Source: an optimization exercise on an open RTL-to-GDS flow (aim: small area, a short achievable clock period and few clock cycles per item). Production flows keep margins and buffers that such runs may drop.
The RTL was checked by simulation tests, not by an equivalence proof against the original design.

Setup of the reference run:
Design fbindct_8bit, start of the top module:
module fbindct_8bit #(
  parameter IN_WIDTH = 8,
  parameter INT_BITS = 6,
  parameter FRAC_BITS = 6,
  parameter INTER_WIDTH = IN_WIDTH + INT_BITS + FRAC_BITS,
  parameter OUT_WIDTH = 20
)(
  input                                        clk,
  input                                        rst,
  input signed [8*IN_WIDTH-1:0]                x_in,
  input                                        ready_in,
  input                                        load,
  output                                       valid_out,
  output signed [8*OUT_WIDTH-1:0]              y_out
);
For scale: roughly 1,000 cells after synthesis, about 12,000 sq um of cells after synthesis.
export LEC_CHECK = 0
export ABC_AREA = 0
export CAP_MARGIN = 20
export CORE_MARGIN = 2
export CORE_UTILIZATION = 40
export CTS_BUF_LIST = sky130_fd_sc_hd__clkbuf_4 sky130_fd_sc_hd__clkbuf_8
export SETUP_SLACK_MARGIN = 4.0
export SLEW_MARGIN = 20
export SYNTH_HIERARCHICAL = 1
create_clock -name core_clock -period 10.0 [get_ports {clk}]
standard.sh (not shown) runs the stock make flow with config.mk's settings and CLKGATE_MAP_FILE= SYNTH_SCRIPT=/design/flow/synth_recipe.tcl, a recipe that flattens the netlist after the stock synthesis.
==> flow/flow/run.sh <==
#!/bin/bash
# The standard layout, with plain buf_1 cells as the port buffers instead of the
# delay buffers buffer_ports picks by default. Every port still gets its buffer.
set -euo pipefail
bash standard.sh "BUFFER_PORTS_ARGS=-buffer_cell sky130_fd_sc_hd__buf_1" finish > standard_flow.log 2>&1
The reference run finished every stage and its layout cleared the timing, DRC and antenna checks.
Testbench counts of the reference run, summed over its fixed seeds: cycles 4,096, rows 2,048.
> inputs changed (the reference run -> the trial run)
--- a/flow/config.mk
+++ b/flow/config.mk
@@ -6,10 +6,10 @@
 export NUM_CORES = 4
 export LEC_CHECK = 0
-export ABC_AREA = 0
+export ABC_AREA = 1
 export CAP_MARGIN = 20
 export CORE_MARGIN = 2
 export CORE_UTILIZATION = 40
 export CTS_BUF_LIST = sky130_fd_sc_hd__clkbuf_4 sky130_fd_sc_hd__clkbuf_8
-export SETUP_SLACK_MARGIN = 4.0
+export SETUP_SLACK_MARGIN = 4.6
 export SLEW_MARGIN = 20
 export SYNTH_HIERARCHICAL = 1
## What came out
- Looking at the reports, the trial run completed the entire flow and the layout it produced met the timing, DRC and antenna checks.
- The trial run vs the reference run, layout overhead on the synthesized area went up by 9.9 points.
- Row starting density of the core: the trial run lower / the reference run higher
- Summary — non-clock buffer count, the trial run relative to the reference run: higher, by 39.

---

Starting RTL as in the previous note.
export LEC_CHECK = 0
export ABC_AREA = 1
export CAP_MARGIN = 20
export CORE_MARGIN = 2
export CORE_UTILIZATION = 40
export CTS_BUF_LIST = sky130_fd_sc_hd__clkbuf_4 sky130_fd_sc_hd__clkbuf_8
export SETUP_SLACK_MARGIN = 4.0
export SLEW_MARGIN = 20
export SYNTH_HIERARCHICAL = 1
export TNS_END_PERCENT = 50
create_clock -name core_clock -period 10.0 [get_ports {clk}]
Scripts as last shown in full above: flow/flow/run.sh
Testbench counts at the start, summed over its fixed seeds: cycles 4,096, rows 2,048.
Change:
--- a/flow/config.mk
+++ b/flow/config.mk
@@ -9,8 +9,8 @@
 export CAP_MARGIN = 20
 export CORE_MARGIN = 2
-export CORE_UTILIZATION = 40
+export CORE_UTILIZATION = 60
 export CTS_BUF_LIST = sky130_fd_sc_hd__clkbuf_4 sky130_fd_sc_hd__clkbuf_8
+export PLACE_DENSITY = 0.75
 export SETUP_SLACK_MARGIN = 4.0
 export SLEW_MARGIN = 20
 export SYNTH_HIERARCHICAL = 1
-export TNS_END_PERCENT = 50
What happened: The changed run produced a clean layout; flip-flop and latch count does not change; wire length falls by a few percent.

---

red:
Starting RTL as in the previous note.
clock: 10.0 ns
lec_check: 0
abc_area: 1
cap_margin: 20
core_margin: 2
core_utilization: 40
cts_buf_list: sky130_fd_sc_hd__clkbuf_4 sky130_fd_sc_hd__clkbuf_8
setup_slack_margin: 4.0
slew_margin: 20
synth_hierarchical: 1
Scripts as last shown in full above: flow/flow/run.sh
red finished end to end and its layout was clean on timing, DRC and antenna.
Testbench counts of red, summed over its fixed seeds: cycles 4,096, rows 2,048.
Changes in blue relative to red:
Settings: a change of SETUP_SLACK_MARGIN from 4.0 to 4.3.
==> comparison <==
Looking at termination of the worst setup path, the y_out[15] result is from red; the y_out[112] one comes from blue.
Compared with red, placement density in the core of blue is higher.
Comparing sequential share of cell area for red and blue, the bigger number came from red.
Higher final net count among red and blue: blue
The post-layout instance area in red is 0.917 times that in blue.
Taking red as the reference, in blue final clock period utilization by the worst path has remained practically unchanged; largest net degree at the start of global routing has increased.

-- afterwards: timing with drivers on the ports --
No port has a modelled driver above. Below, the same layouts with a new extraction and two added sets of constraints. Step 1 (the two cells are an assumption about what drives the block):
set clk [get_ports {clk}]
set_driving_cell -lib_cell sky130_fd_sc_hd__clkbuf_16 $clk
set_driving_cell -lib_cell sky130_fd_sc_hd__buf_2 [delete_from_list [all_inputs] $clk]
Step 2 adds t to the input delays and takes it off the output delays; t is the mean of the earliest and latest rising clock arrival at the registers after step 1. Input paths then give back, and output paths get back, about the clock's delay inside the block. a / b / c = ideal / step 1 / step 2; a / b = the first two.
run	t (ns)	setup slack, ns	worst setup path at the end	slew at the worst register clock pin (ns)
the reference run	0.412	3.930 / 3.893 / 3.761	input to register	0.09 / 0.09
the trial run	0.408	4.085 / 4.046 / 3.977	input to register	0.08 / 0.08
the first run of note 2	0.402	4.085 / 4.047 / 3.716	input to register	0.09 / 0.09
the second run of note 2	0.399	4.053 / 4.020 / 3.742	input to register	0.08 / 0.08
red	0.405	4.101 / 4.063 / 3.771	input to register	0.09 / 0.09
blue	0.408	4.091 / 4.052 / 3.943	input to register	0.08 / 0.08
After both steps setup and hold are still met in every run listed. For the first run of note 2, which loses most, drivers alone change the setup slack by -0.038 ns; drivers and shift together by -0.369 ns.
